From an optimization exercise on the open Yosys and OpenROAD flow, aimed at small area, a short achievable clock period and few clock cycles; shortcuts taken in it are not production practice. No activity file was given, so power comes from the tool's default toggle rates.

## xenon
==> flow/design.v (excerpt) <==
module conv_engine(
    input         clk,
    input         reset,
    input         en_ctrl,
    output [15:0] s_addr,
    output [15:0] w_addr,
    output [15:0] b_addr,
    input  [7:0]  signal,
    input  [7:0]  weight,
    input  [7:0]  bias,
    output [15:0] save_addr,
    output [7:0]  convout,
    output        en_write,
    output        finish
);
==> flow/config.mk <==
export PLATFORM = sky130hd
export DESIGN_NAME = conv_engine
export DESIGN_NICKNAME = conv_engine
export VERILOG_FILES = /design/flow/design.v
export SDC_FILE = /design/flow/constraint.sdc
export NUM_CORES = 4
export LEC_CHECK = 0
export CAP_MARGIN = 20
export CORE_MARGIN = 2
export CORE_UTILIZATION = 40
export SLEW_MARGIN = 20
export SYNTH_HIERARCHICAL = 1
==> flow/constraint.sdc <==
create_clock -name core_clock -period 10.0 [get_ports {clk}]
set_input_delay 2.0000 -clock core_clock [delete_from_list [all_inputs] [get_ports {clk}]]
set_output_delay 2.0000 -clock core_clock [all_outputs]
set_load 0.01 [all_outputs]
standard.sh (not shown) runs the stock make flow with config.mk's settings and CLKGATE_MAP_FILE= SYNTH_SCRIPT=/design/flow/synth_recipe.tcl, a recipe that flattens the netlist after the stock synthesis.
==> flow/flow/run.sh <==
#!/bin/bash
set -uo pipefail
MARGIN=$(cat flow/margin 2>/dev/null || echo 7)
EXTRA=()
if [[ -f flow/extra ]]; then
    while IFS= read -r line; do
        [[ -n "$line" ]] && EXTRA+=("$line")
    done < flow/extra
fi
bash standard.sh "SETUP_SLACK_MARGIN=$MARGIN" \
    "BUFFER_PORTS_ARGS=-buffer_cell sky130_fd_sc_hd__buf_1" "${EXTRA[@]}" finish > run_make.log 2>&1
status=$?
tail -5 run_make.log
exit $status
==> flow/flow/extra <==
SKIP_REPAIR_TIE_FANOUT=1
==> flow/flow/margin <==
6.8
xenon closes out successfully: all stages finished, all timing, DRC and antenna checks passed.
Changes in sierra relative to xenon:
--- a/flow/design.v
+++ b/flow/design.v
@@ -381,25 +381,25 @@
     wire fas46 = ~(Sag[15] ^ Cag[15]);
     wire fac46 = Sag[15] | Cag[15];
     wire fas47, fac47;
     conv_fa u_fas47 (.a(fas46), .b(fac44), .c(fac45), .s(fas47), .co(fac47));
     wire fas48 = ~(Sag[16] ^ Cag[16]);
     wire fac48 = Sag[16] | Cag[16];
     wire fas49, fac49;
     conv_fa u_fas49 (.a(fac46), .b(fas48), .c(fac47), .s(fas49), .co(fac49));
     wire fas50 = ~(Sag[17] ^ Cag[17]);
     wire fac50 = Sag[17] | Cag[17];
-    wire fas51 = fac48 ^ fas50;
-    wire fac51 = fac48 & fas50;
+    wire fas51, fac51;
+    conv_fa u_fas51 (.a(fac48), .b(fas50), .c(fac49), .s(fas51), .co(fac51));
     always @(posedge clk) begin
-        Sa <= {fac49, fas49, fas47, fac43, fas43, fac37, fas37, fac29, fas29, fas24, fac15, fac11, fac8, fac5, fac3, fac1, fac0, ea0[0]};
-        Ca <= {fas51, 1'b0, 1'b0, fas45, 1'b0, fas40, 1'b0, fas33, 1'b0, 1'b0, fas19, fas15, fas11, fas8, fas5, fas3, fas1, fas0};
+        Sa <= {fas51, fas49, fas47, fac43, fas43, fac37, fas37, fac29, fas29, fas24, fac15, fac11, fac8, fac5, fac3, fac1, fac0, ea0[0]};
+        Ca <= {1'b0, 1'b0, 1'b0, fas45, 1'b0, fas40, 1'b0, fas33, 1'b0, 1'b0, fas19, fas15, fas11, fas8, fas5, fas3, fas1, fas0};
     end
     wire [8:0] eb0;
     assign eb0[0] = ((oneb[0] & sxb[0]) | (twob[0] & sx2b[0])) ^ negb[0];
     assign eb0[1] = ((oneb[0] & sxb[1]) | (twob[0] & sx2b[1])) ^ negb[0];
     assign eb0[2] = ((oneb[0] & sxb[2]) | (twob[0] & sx2b[2])) ^ negb[0];
     assign eb0[3] = ((oneb[0] & sxb[3]) | (twob[0] & sx2b[3])) ^ negb[0];
     assign eb0[4] = ((oneb[0] & sxb[4]) | (twob[0] & sx2b[4])) ^ negb[0];
     assign eb0[5] = ((oneb[0] & sxb[5]) | (twob[0] & sx2b[5])) ^ negb[0];
     assign eb0[6] = ((oneb[0] & sxb[6]) | (twob[0] & sx2b[6])) ^ negb[0];
     assign eb0[7] = ((oneb[0] & sxb[7]) | (twob[0] & sx2b[7])) ^ negb[0];
@@ -532,25 +532,25 @@
     wire fbs46 = ~(Sbg[15] ^ Cbg[15]);
     wire fbc46 = Sbg[15] | Cbg[15];
     wire fbs47, fbc47;
     conv_fa u_fbs47 (.a(fbs46), .b(fbc44), .c(fbc45), .s(fbs47), .co(fbc47));
     wire fbs48 = ~(Sbg[16] ^ Cbg[16]);
     wire fbc48 = Sbg[16] | Cbg[16];
     wire fbs49, fbc49;
     conv_fa u_fbs49 (.a(fbc46), .b(fbs48), .c(fbc47), .s(fbs49), .co(fbc49));
     wire fbs50 = ~(Sbg[17] ^ Cbg[17]);
     wire fbc50 = Sbg[17] | Cbg[17];
-    wire fbs51 = fbc48 ^ fbs50;
-    wire fbc51 = fbc48 & fbs50;
+    wire fbs51, fbc51;
+    conv_fa u_fbs51 (.a(fbc48), .b(fbs50), .c(fbc49), .s(fbs51), .co(fbc51));
     always @(posedge clk) begin
-        Sb <= {fbc49, fbs49, fbs47, fbc43, fbs43, fbc37, fbs37, fbc29, fbs29, fbs24, fbc15, fbc11, fbc8, fbc5, fbc3, fbc1, fbc0, eb0[0]};
-        Cb <= {fbs51, 1'b0, 1'b0, fbs45, 1'b0, fbs40, 1'b0, fbs33, 1'b0, 1'b0, fbs19, fbs15, fbs11, fbs8, fbs5, fbs3, fbs1, fbs0};
+        Sb <= {fbs51, fbs49, fbs47, fbc43, fbs43, fbc37, fbs37, fbc29, fbs29, fbs24, fbc15, fbc11, fbc8, fbc5, fbc3, fbc1, fbc0, eb0[0]};
+        Cb <= {1'b0, 1'b0, 1'b0, fbs45, 1'b0, fbs40, 1'b0, fbs33, 1'b0, 1'b0, fbs19, fbs15, fbs11, fbs8, fbs5, fbs3, fbs1, fbs0};
     end
     wire [17:0] acc = b3 ? (Sa + Ca) : (Sb + Cb);
     wire [8:0]  t = acc[17:9];
     reg  [7:0]  cout_r;
     always @(posedge clk)
         cout_r <= (t[8] != t[7]) ? {t[8], {7{~t[8]}}} : t[7:0];
     assign s_addr = {4'd0, sa};
     assign w_addr = {4'd0, wa};
     assign b_addr = {11'd0, o};
     assign save_addr = {1'b0, y, xp, lsb, o};
[summary]
Changes observed in sierra relative to xenon: met1 wire length saw an increase, sum of negative setup slack held, met3 usage in global routing now sits higher. Relative contribution of the clock network to total power sits higher in sierra than in xenon. xenon → sierra: number of multi-input combinational cells in the layout -26, sequential cell count -about 1.1%. Between xenon and sierra, the area of the multi-input gates does not differ in any meaningful way. Going from xenon to sierra, slew of the pin with the lowest slew margin rose by 0.12 ns; growth of design area from synthesis to finish rose 2.3 points. The design area in sierra sits about 0.9% above the value recorded for xenon. Compared to xenon, sierra shows a narrower setup margin. Going from xenon to sierra, the sequential share of cell area was found to have gone down by 0.57 points. sierra: via count of the routed design lower than xenon.
No run of this note included a check of the RTL's function; only the layout flow was run.

==> static timing again, ports no longer ideal <==
No port has a modelled driver above. Below, the same layouts with a new extraction and two added sets of constraints. Step 1 sets driving cells, clkbuf_16 on the clock port and buf_2 on the other inputs (assumed; they add their load-dependent delay and slew). Step 2 adds t to the input delays and takes it off the output delays; t is the mean of the earliest and latest rising clock arrival at the registers after step 1. Input paths then give back, and output paths get back, about the clock's delay inside the block. Slacks: no drivers / after step 1 / after step 2; pairs: no drivers / after step 1.
run | t, ns | slack for setup (ns) | worst setup path at the end | latest minus earliest clock arrival (ns) | worst slew at a driven data input, ns
xenon | 0.480 | 6.903 / 6.862 / 6.705 | input to register | 0.032 / 0.032 | 0.04
sierra | 0.475 | 6.825 / 6.825 / 6.730 | input to register | 0.016 / 0.016 | 0.04
After both steps setup and hold are still met in every run listed. For xenon, which loses most, drivers alone change the setup slack by -0.041 ns; drivers and shift together by -0.198 ns.
